Context: an optimization exercise on an open-source flow, tuned for small area, a short achievable clock period and few clock cycles per item. The choices shown serve that exercise and are no tape-out recipe. Where RTL was checked, it was by simulation tests only, not by an equivalence proof against the original. Only the layout flow was run in run 2; the RTL was not checked for function there.

## flow/design.v (module list and top-level ports; edited modules follow where they fit)
// module add_sub: 7 lines
// module multi: 1702 lines
// module benc: 5 lines
// module ainv: 3 lines
// module fa: 4 lines
// module ha: 4 lines
module multi #(parameter N = 32) (a,b,clk,out,load,done);
  // ...
==> flow/flow/run.sh <==
#!/bin/bash
# The standard layout (standard.sh, every step from synthesis to finish) with one change:
# the buffers that ORFS's buffer_ports puts on every input and output port are
# sky130_fd_sc_hd__buf_2 instead of the tool's default choice, a slow delay cell
# (clkdlybuf4s50_1) that adds about 0.4 ns to the port paths.
set -euo pipefail
export BUFFER_PORTS_ARGS="-buffer_cell sky130_fd_sc_hd__buf_2"
bash standard.sh > standard.log 2>&1
==> flow/standard.sh <==
#!/bin/bash
# synth_recipe.tcl (not shown) runs the flow's synth.tcl, then flattens the netlist and writes it again
# the make line also repeats each setting of config.mk as NAME=value (left out here)
make -C /OpenROAD-flow-scripts/flow DESIGN_CONFIG=/design/flow/config.mk WORK_HOME=/design/flow/orfs CLKGATE_MAP_FILE= SYNTH_SCRIPT=/design/flow/synth_recipe.tcl "${@:-finish}"
==> flow/config.mk <==
export PLATFORM = sky130hd
export DESIGN_NAME = multi
export DESIGN_NICKNAME = multi
export VERILOG_FILES = /design/flow/design.v
export SDC_FILE = /design/flow/constraint.sdc
export NUM_CORES = 4
export LEC_CHECK = 0
export ABC_AREA = 1
export CAP_MARGIN = 20
export CORE_MARGIN = 2
export CORE_UTILIZATION = 50
export GPL_ROUTABILITY_DRIVEN = 0
export SETUP_SLACK_MARGIN = 0.1
export SLEW_MARGIN = 20
export SYNTH_HIERARCHICAL = 1
==> flow/constraint.sdc <==
create_clock -name core_clock -period 4.0 [get_ports {clk}]
set_input_delay 0.8000 -clock core_clock [delete_from_list [all_inputs] [get_ports {clk}]]
set_output_delay 0.8000 -clock core_clock [all_outputs]
set_load 0.01 [all_outputs]
==> impl_metrics.yaml, run 1 <==
synth:
  synth_fa_ha_area_frac: 0.350
  ys.flop_type: "edfxtp_1"
  synth_top_area_frac: 0.301
  synth.area.top_cells: "fa_1 30%, xor2_1 17%, edfxtp_1 15%"
global_routing:
  grt_pass1_wl_um: 150000
  grt_max_degree: 65
  grt-busiest-layer: "met2"
  grt_pass1_vias: 25300
finish:
  signal_buffers: 456
  largest_reg_flops: 145
  layout_common_cells: "543 x xor2_1, 476 x o22ai_1, 476 x nand2_1"
  stdcell_count: 4152
clocking:
  clock-sinks: 145
  clkSlewWorstSetupHoldPaths_ps: 80
  h-tree-depth: 4
timing:
  timing.final.ws_setup_ps: 114
  period_share: 0.971
worst_setup_path:
  crit_buf_inv: 5
  crit_family: "adder cells"
  crit_type: "primary input to register"
route:
  wl_um: 98600
  viasPerCell: 6.03
floorplanning:
  floorplan.rows: 87
run_status:
  status: "complete, no violations"
Testbench counts, summed over its fixed seeds: cycles 2,048, items 2,048.
==> run 2: changes to the inputs <==
--- a/flow/design.v
+++ b/flow/design.v
@@ -5,17 +5,17 @@
 input cin;
 assign add = a + b + cin;
 endmodule
 module multi #(parameter N = 32) (a,b,clk,out,load,done);
   input [N-1:0] a,b;
   input clk,load;
   output [2*N-1:0] out;
   output done;
-  reg [144:0] r;
+  reg [138:0] r;
   reg dn;
   wire neg0 = b[1];
   wire one0_0, two0_0, ng0_0;
   benc ue0_0 (b[1], b[0], 1'b0, one0_0, two0_0, ng0_0);
   wire neg1 = b[3];
   wire one1_0, two1_0, ng1_0;
   benc ue1_0 (b[3], b[2], b[1], one1_0, two1_0, ng1_0);
   wire neg2 = b[5];
@@ -1459,16 +1459,28 @@
   wire s867, c868;
   fa us867 (s751, s563, c750, s867, c868);
   wire s869, c870;
   fa us869 (s753, s567, c752, s869, c870);
   wire s871, c872;
   fa us871 (s755, s571, c754, s871, c872);
   wire s873, c874;
   fa us873 (s757, s575, c756, s873, c874);
+  wire s875, c876;
+  fa us875 (s759, s579, c758, s875, c876);
+  wire s877, c878;
+  fa us877 (s761, s583, c760, s877, c878);
+  wire s879, c880;
+  fa us879 (s763, s587, c762, s879, c880);
+  wire s925, c926;
+  fa us925 (c808, s679, s809, s925, c926);
+  wire s929, c930;
+  fa us929 (c812, s687, s813, s929, c930);
+  wire s931, c932;
+  fa us931 (s815, s691, c814, s931, c932);
   wire s933, c934;
   fa us933 (c816, c692, s817, s933, c934);
   wire s935, c936;
   fa us935 (c818, c696, s819, s935, c936);
   wire s937, c938;
   fa us937 (s821, s703, c820, s937, c938);
   wire s939, c940;
   fa us939 (s823, c704, c822, s939, c940);
@@ -1489,227 +1501,209 @@
   wire s955, c956;
   fa us955 (c838, p15_29, s839, s955, c956);
   wire s957, c958;
   fa us957 (p15_30, c840, p14_32, s957, c958);
   wire [10:0] lo = {1'b0, c854, c852, c850, c848, c846, c844, c842, s841, p0_1, neg0} + {1'b0, s855, s853, s851, s849, s847, s845, s843, p1_0, 1'b0, p0_0};
   always @(posedge clk) begin
     if (load) begin
       dn <= 1'b1;
-      r[0] <= s579;
-      r[1] <= c758;
-      r[2] <= s759;
-      r[3] <= s583;
-      r[4] <= c760;
-      r[5] <= s761;
-      r[6] <= s587;
-      r[7] <= c762;
-      r[8] <= s763;
-      r[9] <= s591;
-      r[10] <= c764;
-      r[11] <= s765;
-      r[12] <= s595;
-      r[13] <= c766;
-      r[14] <= s767;
-      r[15] <= s599;
-      r[16] <= c768;
-      r[17] <= s769;
-      r[18] <= s603;
-      r[19] <= c770;
-      r[20] <= s771;
-      r[21] <= s607;
-      r[22] <= c772;
-      r[23] <= s773;
-      r[24] <= s611;
-      r[25] <= c774;
-      r[26] <= s775;
-      r[27] <= s615;
-      r[28] <= c776;
-      r[29] <= s777;
-      r[30] <= s619;
-      r[31] <= c778;
-      r[32] <= s779;
-      r[33] <= s623;
-      r[34] <= c780;
-      r[35] <= s781;
-      r[36] <= s627;
-      r[37] <= c782;
-      r[38] <= s783;
-      r[39] <= s631;
-      r[40] <= c784;
-      r[41] <= s785;
-      r[42] <= s635;
-      r[43] <= c786;
-      r[44] <= s787;
-      r[45] <= s639;
-      r[46] <= c788;
-      r[47] <= s789;
-      r[48] <= s643;
-      r[49] <= c790;
-      r[50] <= s791;
-      r[51] <= s647;
-      r[52] <= c792;
-      r[53] <= s793;
-      r[54] <= s651;
-      r[55] <= c794;
-      r[56] <= s795;
-      r[57] <= s655;
-      r[58] <= c796;
-      r[59] <= s797;
-      r[60] <= c656;
-      r[61] <= s799;
-      r[62] <= c798;
-      r[63] <= s663;
-      r[64] <= s801;
-      r[65] <= c800;
-      r[66] <= s667;
-      r[67] <= c802;
-      r[68] <= s803;
-      r[69] <= s671;
-      r[70] <= c804;
-      r[71] <= s805;
-      r[72] <= s675;
-      r[73] <= c806;
-      r[74] <= s807;
-      r[75] <= s679;
-      r[76] <= s809;
-      r[77] <= c808;
-      r[78] <= s683;
-      r[79] <= c810;
-      r[80] <= s811;
-      r[81] <= s687;
-      r[82] <= s813;
-      r[83] <= c812;
-      r[84] <= s691;
-      r[85] <= c814;
-      r[86] <= s815;
-      r[87] <= p15_31;
-      r[88] <= lo[10];
-      r[89] <= lo[0];
-      r[90] <= lo[1];
-      r[91] <= lo[2];
-      r[92] <= lo[3];
-      r[93] <= lo[4];
-      r[94] <= lo[5];
-      r[95] <= lo[6];
-      r[96] <= lo[7];
-      r[97] <= lo[8];
-      r[98] <= lo[9];
-      r[99] <= c856;
-      r[100] <= s857;
-      r[101] <= c858;
-      r[102] <= s859;
-      r[103] <= c860;
-      r[104] <= s861;
-      r[105] <= c862;
-      r[106] <= s863;
-      r[107] <= c864;
-      r[108] <= s865;
-      r[109] <= c866;
-      r[110] <= s867;
-      r[111] <= c868;
-      r[112] <= s869;
-      r[113] <= c870;
-      r[114] <= s871;
-      r[115] <= c872;
-      r[116] <= s873;
-      r[117] <= c874;
-      r[118] <= s933;
-      r[119] <= c934;
-      r[120] <= s935;
-      r[121] <= c936;
-      r[122] <= s937;
-      r[123] <= c938;
-      r[124] <= s939;
-      r[125] <= c940;
-      r[126] <= s941;
-      r[127] <= c942;
-      r[128] <= s943;
-      r[129] <= c944;
-      r[130] <= s945;
-      r[131] <= c946;
-      r[132] <= s947;
-      r[133] <= c948;
-      r[134] <= s949;
-      r[135] <= c950;
-      r[136] <= s951;
-      r[137] <= c952;
-      r[138] <= s953;
-      r[139] <= c954;
-      r[140] <= s955;
-      r[141] <= c956;
-      r[142] <= s957;
-      r[143] <= c958;
-      r[144] <= p15_32;
+      r[0] <= s591;
+      r[1] <= c764;
+      r[2] <= s765;
+      r[3] <= s595;
+      r[4] <= c766;
+      r[5] <= s767;
+      r[6] <= s599;
+      r[7] <= c768;
+      r[8] <= s769;
+      r[9] <= s603;
+      r[10] <= c770;
+      r[11] <= s771;
+      r[12] <= s607;
+      r[13] <= c772;
+      r[14] <= s773;
+      r[15] <= s611;
+      r[16] <= c774;
+      r[17] <= s775;
+      r[18] <= s615;
+      r[19] <= c776;
+      r[20] <= s777;
+      r[21] <= s619;
+      r[22] <= c778;
+      r[23] <= s779;
+      r[24] <= s623;
+      r[25] <= c780;
+      r[26] <= s781;
+      r[27] <= s627;
+      r[28] <= c782;
+      r[29] <= s783;
+      r[30] <= s631;
+      r[31] <= c784;
+      r[32] <= s785;
+      r[33] <= s635;
+      r[34] <= c786;
+      r[35] <= s787;
+      r[36] <= s639;
+      r[37] <= c788;
+      r[38] <= s789;
+      r[39] <= s643;
+      r[40] <= c790;
+      r[41] <= s791;
+      r[42] <= s647;
+      r[43] <= c792;
+      r[44] <= s793;
+      r[45] <= s651;
+      r[46] <= c794;
+      r[47] <= s795;
+      r[48] <= s655;
+      r[49] <= c796;
+      r[50] <= s797;
+      r[51] <= c656;
+      r[52] <= s799;
+      r[53] <= c798;
+      r[54] <= s663;
+      r[55] <= s801;
+      r[56] <= c800;
+      r[57] <= s667;
+      r[58] <= c802;
+      r[59] <= s803;
+      r[60] <= s671;
+      r[61] <= c804;
+      r[62] <= s805;
+      r[63] <= s675;
+      r[64] <= c806;
+      r[65] <= s807;
+      r[66] <= s683;
+      r[67] <= c810;
+      r[68] <= s811;
+      r[69] <= p15_31;
+      r[70] <= lo[10];
+      r[71] <= lo[0];
+      r[72] <= lo[1];
+      r[73] <= lo[2];
+      r[74] <= lo[3];
+      r[75] <= lo[4];
+      r[76] <= lo[5];
+      r[77] <= lo[6];
+      r[78] <= lo[7];
+      r[79] <= lo[8];
+      r[80] <= lo[9];
+      r[81] <= c856;
+      r[82] <= s857;
+      r[83] <= c858;
+      r[84] <= s859;
+      r[85] <= c860;
+      r[86] <= s861;
+      r[87] <= c862;
+      r[88] <= s863;
+      r[89] <= c864;
+      r[90] <= s865;
+      r[91] <= c866;
+      r[92] <= s867;
+      r[93] <= c868;
+      r[94] <= s869;
+      r[95] <= c870;
+      r[96] <= s871;
+      r[97] <= c872;
+      r[98] <= s873;
+      r[99] <= c874;
+      r[100] <= s875;
+      r[101] <= c876;
+      r[102] <= s877;
+      r[103] <= c878;
+      r[104] <= s879;
+      r[105] <= c880;
+      r[106] <= s925;
+      r[107] <= c926;
+      r[108] <= s929;
+      r[109] <= c930;
+      r[110] <= s931;
+      r[111] <= c932;
+      r[112] <= s933;
+      r[113] <= c934;
+      r[114] <= s935;
+      r[115] <= c936;
+      r[116] <= s937;
+      r[117] <= c938;
+      r[118] <= s939;
+      r[119] <= c940;
+      r[120] <= s941;
+      r[121] <= c942;
+      r[122] <= s943;
+      r[123] <= c944;
+      r[124] <= s945;
+      r[125] <= c946;
+      r[126] <= s947;
+      r[127] <= c948;
+      r[128] <= s949;
+      r[129] <= c950;
+      r[130] <= s951;
+      r[131] <= c952;
+      r[132] <= s953;
+      r[133] <= c954;
+      r[134] <= s955;
+      r[135] <= c956;
+      r[136] <= s957;
+      r[137] <= c958;
+      r[138] <= p15_32;
     end
   end
-  wire s875, c876;
-  fa us875 (r[2], r[0], r[1], s875, c876);
-  wire s877, c878;
-  fa us877 (r[5], r[3], r[4], s877, c878);
-  wire s879, c880;
-  fa us879 (r[8], r[6], r[7], s879, c880);
   wire s881, c882;
-  fa us881 (r[11], r[9], r[10], s881, c882);
+  fa us881 (r[2], r[0], r[1], s881, c882);
   wire s883, c884;
-  fa us883 (r[14], r[12], r[13], s883, c884);
+  fa us883 (r[5], r[3], r[4], s883, c884);
   wire s885, c886;
-  fa us885 (r[17], r[15], r[16], s885, c886);
+  fa us885 (r[8], r[6], r[7], s885, c886);
   wire s887, c888;
-  fa us887 (r[20], r[18], r[19], s887, c888);
+  fa us887 (r[11], r[9], r[10], s887, c888);
   wire s889, c890;
-  fa us889 (r[23], r[21], r[22], s889, c890);
+  fa us889 (r[14], r[12], r[13], s889, c890);
   wire s891, c892;
-  fa us891 (r[26], r[24], r[25], s891, c892);
+  fa us891 (r[17], r[15], r[16], s891, c892);
   wire s893, c894;
-  fa us893 (r[29], r[27], r[28], s893, c894);
+  fa us893 (r[20], r[18], r[19], s893, c894);
   wire s895, c896;
-  fa us895 (r[32], r[30], r[31], s895, c896);
+  fa us895 (r[23], r[21], r[22], s895, c896);
   wire s897, c898;
-  fa us897 (r[35], r[33], r[34], s897, c898);
+  fa us897 (r[26], r[24], r[25], s897, c898);
   wire s899, c900;
-  fa us899 (r[38], r[36], r[37], s899, c900);
+  fa us899 (r[29], r[27], r[28], s899, c900);
   wire s901, c902;
-  fa us901 (r[41], r[39], r[40], s901, c902);
+  fa us901 (r[32], r[30], r[31], s901, c902);
   wire s903, c904;
-  fa us903 (r[44], r[42], r[43], s903, c904);
+  fa us903 (r[35], r[33], r[34], s903, c904);
   wire s905, c906;
-  fa us905 (r[47], r[45], r[46], s905, c906);
+  fa us905 (r[38], r[36], r[37], s905, c906);
   wire s907, c908;
-  fa us907 (r[50], r[48], r[49], s907, c908);
+  fa us907 (r[41], r[39], r[40], s907, c908);
   wire s909, c910;
-  fa us909 (r[53], r[51], r[52], s909, c910);
+  fa us909 (r[44], r[42], r[43], s909, c910);
   wire s911, c912;
-  fa us911 (r[56], r[54], r[55], s911, c912);
+  fa us911 (r[47], r[45], r[46], s911, c912);
   wire s913, c914;
-  fa us913 (r[59], r[57], r[58], s913, c914);
+  fa us913 (r[50], r[48], r[49], s913, c914);
   wire s915, c916;
-  fa us915 (r[62], r[60], r[61], s915, c916);
+  fa us915 (r[53], r[51], r[52], s915, c916);
   wire s917, c918;
-  fa us917 (r[65], r[63], r[64], s917, c918);
+  fa us917 (r[56], r[54], r[55], s917, c918);
   wire s919, c920;
-  fa us919 (r[68], r[66], r[67], s919, c920);
+  fa us919 (r[59], r[57], r[58], s919, c920);
   wire s921, c922;
-  fa us921 (r[71], r[69], r[70], s921, c922);
+  fa us921 (r[62], r[60], r[61], s921, c922);
   wire s923, c924;
-  fa us923 (r[74], r[72], r[73], s923, c924);
-  wire s925, c926;
-  fa us925 (r[77], r[75], r[76], s925, c926);
+  fa us923 (r[65], r[63], r[64], s923, c924);
   wire s927, c928;
-  fa us927 (r[80], r[78], r[79], s927, c928);
-  wire s929, c930;
-  fa us929 (r[83], r[81], r[82], s929, c930);
-  wire s931, c932;
-  fa us931 (r[86], r[84], r[85], s931, c932);
-  wire s959 = ~r[87];
-  wire c960 = r[87];
-  wire [2*N-1:0] x0 = {1'b1, c960, r[143], r[141], r[139], r[137], r[135], r[133], r[131], r[129], r[127], r[125], r[123], r[121], r[119], c932, c930, c928, c926, c924, c922, c920, c918, c916, c914, c912, c910, c908, c906, c904, c902, c900, c898, c896, c894, c892, c890, c888, c886, c884, c882, c880, c878, c876, r[117], r[115], r[113], r[111], r[109], r[107], r[105], r[103], r[101], r[99], r[98], r[97], r[96], r[95], r[94], r[93], r[92], r[91], r[90], r[89]};
-  wire [2*N-1:0] x1 = {1'b0, r[144], s959, r[142], r[140], r[138], r[136], r[134], r[132], r[130], r[128], r[126], r[124], r[122], r[120], r[118], s931, s929, s927, s925, s923, s921, s919, s917, s915, s913, s911, s909, s907, s905, s903, s901, s899, s897, s895, s893, s891, s889, s887, s885, s883, s881, s879, s877, s875, r[116], r[114], r[112], r[110], r[108], r[106], r[104], r[102], r[100], 1'b0, 1'b0, 1'b0, 1'b0, 1'b0, 1'b0, 1'b0, 1'b0, 1'b0, 1'b0};
+  fa us927 (r[68], r[66], r[67], s927, c928);
+  wire s959 = ~r[69];
+  wire c960 = r[69];
+  wire [2*N-1:0] x0 = {1'b1, c960, r[137], r[135], r[133], r[131], r[129], r[127], r[125], r[123], r[121], r[119], r[117], r[115], r[113], r[111], r[109], c928, r[107], c924, c922, c920, c918, c916, c914, c912, c910, c908, c906, c904, c902, c900, c898, c896, c894, c892, c890, c888, c886, c884, c882, r[105], r[103], r[101], r[99], r[97], r[95], r[93], r[91], r[89], r[87], r[85], r[83], r[81], r[80], r[79], r[78], r[77], r[76], r[75], r[74], r[73], r[72], r[71]};
+  wire [2*N-1:0] x1 = {1'b0, r[138], s959, r[136], r[134], r[132], r[130], r[128], r[126], r[124], r[122], r[120], r[118], r[116], r[114], r[112], r[110], r[108], s927, r[106], s923, s921, s919, s917, s915, s913, s911, s909, s907, s905, s903, s901, s899, s897, s895, s893, s891, s889, s887, s885, s883, s881, r[104], r[102], r[100], r[98], r[96], r[94], r[92], r[90], r[88], r[86], r[84], r[82], 1'b0, 1'b0, 1'b0, 1'b0, 1'b0, 1'b0, 1'b0, 1'b0, 1'b0, 1'b0};
   assign out[9:0] = x0[9:0];
-  assign out[2*N-1:10] = x0[2*N-1:10] + x1[2*N-1:10] + r[88];
+  assign out[2*N-1:10] = x0[2*N-1:10] + x1[2*N-1:10] + r[70];
   assign done = dn;
 endmodule
 module benc (input b1, input b0, input bm1, output onen, output twon, output neg);
   assign onen = ~(b0 ^ bm1);
   assign twon = ~((b1 & ~b0 & ~bm1) | (~b1 & b0 & bm1));
   assign neg = b1;
 endmodule
 module ainv #(parameter W = 32) (input [W-1:0] x, output [W-1:0] y);
==> flow/config.mk (replaced) <==
export PLATFORM = sky130hd
export DESIGN_NAME = multi
export DESIGN_NICKNAME = multi
export VERILOG_FILES = /design/flow/design.v
export SDC_FILE = /design/flow/constraint.sdc
export NUM_CORES = 4
export LEC_CHECK = 0
export ABC_AREA = 1
export CAP_MARGIN = 20
export CORE_MARGIN = 2
export CORE_UTILIZATION = 50
export SETUP_SLACK_MARGIN = 0.1
export SLEW_MARGIN = 20
export SYNTH_HIERARCHICAL = 1
==> impl_metrics.yaml, run 2 <==
run_status:
  status: "complete, no violations"
floorplanning:
  ioPinCount: 131
  core_area_um2: 56200
  fp.dieW_um: 242
  die_h_um: 242
  dieArea_um2: 58400
  floorplan.rows: 87
  start_util: 0.503
worst_setup_path:
  cpMostUsedCell: "fa_1"
  crit_path_end_kind: "register"
  critPathMaxStageDelay_ps: 520
  arrival_ps: 4110
  crit_buf_inv: 2
  cp_max_fo: 7
  crit_path_cell_trace: "clkbuf_4 > o21ai_1 > nand2_2 > buf_4 > o22ai_1 > xor2_1 > fa_1 > fa_2 > fa_2 > fa_1 > fa_1"
  crit_type: "primary input to register"
  critPathRequiredTime_ps: 4210
  critPathSlowestCell: "fa_1"
  crit_family: "adder cells"
  cp-start-kind: "primary input"
finish:
  layout_common_cells: "537 x xor2_1, 463 x nand2_1, 451 x o22ai_1"
  layout_commonest_cell: "xor2_1"
  final_net_count: 4045
  reg_top3: "r (139)"
  design_area_um2: 34500
  largest_reg_flops: 139
  regMostFlops: "r"
  drive_gt1_frac: 0.240
  area_growth_pct: 22.3
  antenna_cells: 0
synth:
  synth.distinct_cells: 38
  synth_cells: 3199
  synth_seq_cells: 139
  synth_warnings: 7
  synth_top_cell_by_area: "fa_1"
  synth.area.top_cells: "fa_1 30%, xor2_1 17%, edfxtp_1 15%"
  syn-mean-instance-area_um2: 8.83
  ys.flop_type: "edfxtp_1"
  synth_top_area_frac: 0.303
  async_flop_share: 0
  yosysMostFrequentCell: "xor2_1"
  netlist_area_um2: 28200
  synth-seq-area-share: 0.148
  synth_edf_count: 139
  synth_commonest_cells: "549 x xor2_1, 498 x nand2_1, 495 x o22ai_1"
place:
  gp_congestion: 0.975
  dp_hpwl_um: 82300
  io_buffer_count: 129
  post_dp_cell_area_um2: 32500
timing:
  period_share: 0.975
  worst_pin_slew_ps: 870
  slew_violations: 0
  fmax_ghz: 0.256
  rsz0062_at_grt: "true"
  hold_violations: 0
  setup_viol: 0
  fin_crit_ps: 3900
  slew-limit-headroom: 0.420
  fin_hold_ws_ps: 913
global_routing:
  grtUsageTotal: 0.356
  grt_pass1_wl_um: 155000
  grt.overflow.total: 0
  grt_max_degree: 79
  antenna_found_initial: 1
  grt_pass1_vias: 25100
route:
  drt_iter0_markers: 2678
  firstDrtPassIters: 6
  drt.antenna.violating_nets: 0
  viasPerCell: 5.92
  drc_errors: 0
  vias: 24900
  wl_um: 105000
  wire_per_inst_um: 24.9
clocking:
  root_buffer: "clkbuf_16"
  cts_made_buffers: 17
  clkSlewWorstSetupHoldPaths_ps: 80
  clockBufferDepth: 2
  clock-sinks: 139
  h-tree-depth: 4
  cts_tree: "done"
job:
  drv_cap: 0
hold_path:
  hp-class: "primary input to register"
-- run 2: path summary, 6_finish.rpt --
path / end / slack, ps / cells past startpoint / start
worst max-delay path: r[106]$_DFFE_PP_ / 100 / 11 / b[21]
worst min-delay path: r[55]$_DFFE_PP_ / 910 / 1 / load
-- run 2: through the flow --
step	setup WS, ps	utilization	setup TNS, ps	std cells
global placement	-438	0.578	-15990	4158
finish	101	0.615	0	4209
floorplan	-3.57	-	-5.28	3201
global route	13.9	0.615	0	4209
detailed placement	-470	0.578	-18430	4158
CTS	68.8	0.598	0	4192
-- run 2: area by class of cell --
class                      count  area, um2
multi-input combinational   2433      23000
fill                        4809      21600
timing repair buffer         520       4570
sequential                   139       4170
inverter                     330       1240
tap                          756        946
clock buffer                  17        425
clock inverter                14        234
-- run 2: timing repair --
item                       CTS  global route
hold buffers                 0             0
pin swaps                   11            84
setup endpoints to repair   34            70
gates resized for setup     75           194
buffers inserted             3            14
cloned                       0             3
-- run 2: cells by family (layout without fill, tap and decap cells) --
group / count (synthesis) / count (layout) / synth area share
other cells: 2 / 4 / 0.000266
compound gates: 593 / 593 / 0.128
xor+xnor: 578 / 578 / 0.179
flops: 139 / 139 / 0.148
fa+ha+maj: 538 / 538 / 0.352
simple gates: 720 / 720 / 0.103
buf+inv: 629 / 881 / 0.0893
-- run 2: per-module statistics from Yosys, one instance, submodules excluded, a selection --
module	copies in the design	flip-flops and latches	cell area (um2)
ha	39	0	12.5
benc	16	0	36.3
multi	1	139	18600
fa	425	0	20.0
-- run 2: per-layer routing --
layer,GRT usage,wire (um)
met1,0.486,43600
met5,0,23
met3,0.0747,9970
met4,0.141,4330
met2,0.555,47000

## separate check: timing with driven ports
The results above use ideal ports. As a check the final layouts listed here were re-extracted and re-timed, cells and wires unchanged.
Step 1: set_driving_cell puts a clkbuf_16 on clk and a buf_2 on each other input, an assumption about the parent block.
Step 2 adds t to the input delays and takes it off the output delays; t is the mean of the earliest and latest rising clock arrival at the registers after step 1. Input paths then give back, and output paths get back, about the clock's delay inside the block.
Slacks: ideal / step 1 / step 2; pairs: ideal / step 1.
run | t, ns | setup slack, ns | worst data-port slew with drivers (ns) | cell pins on the clock port's net
run 1 | 0.537 | 0.114 / 0.074 / -0.389 | 0.06 | 1
run 2 | 0.542 | 0.101 / 0.090 / -0.414 | 0.06 | 1
Met with ideal ports but missed after step 2: setup timing in run 1 and run 2. For run 2, which loses most, drivers alone change the setup slack by -0.011 ns; drivers and shift together by -0.515 ns.
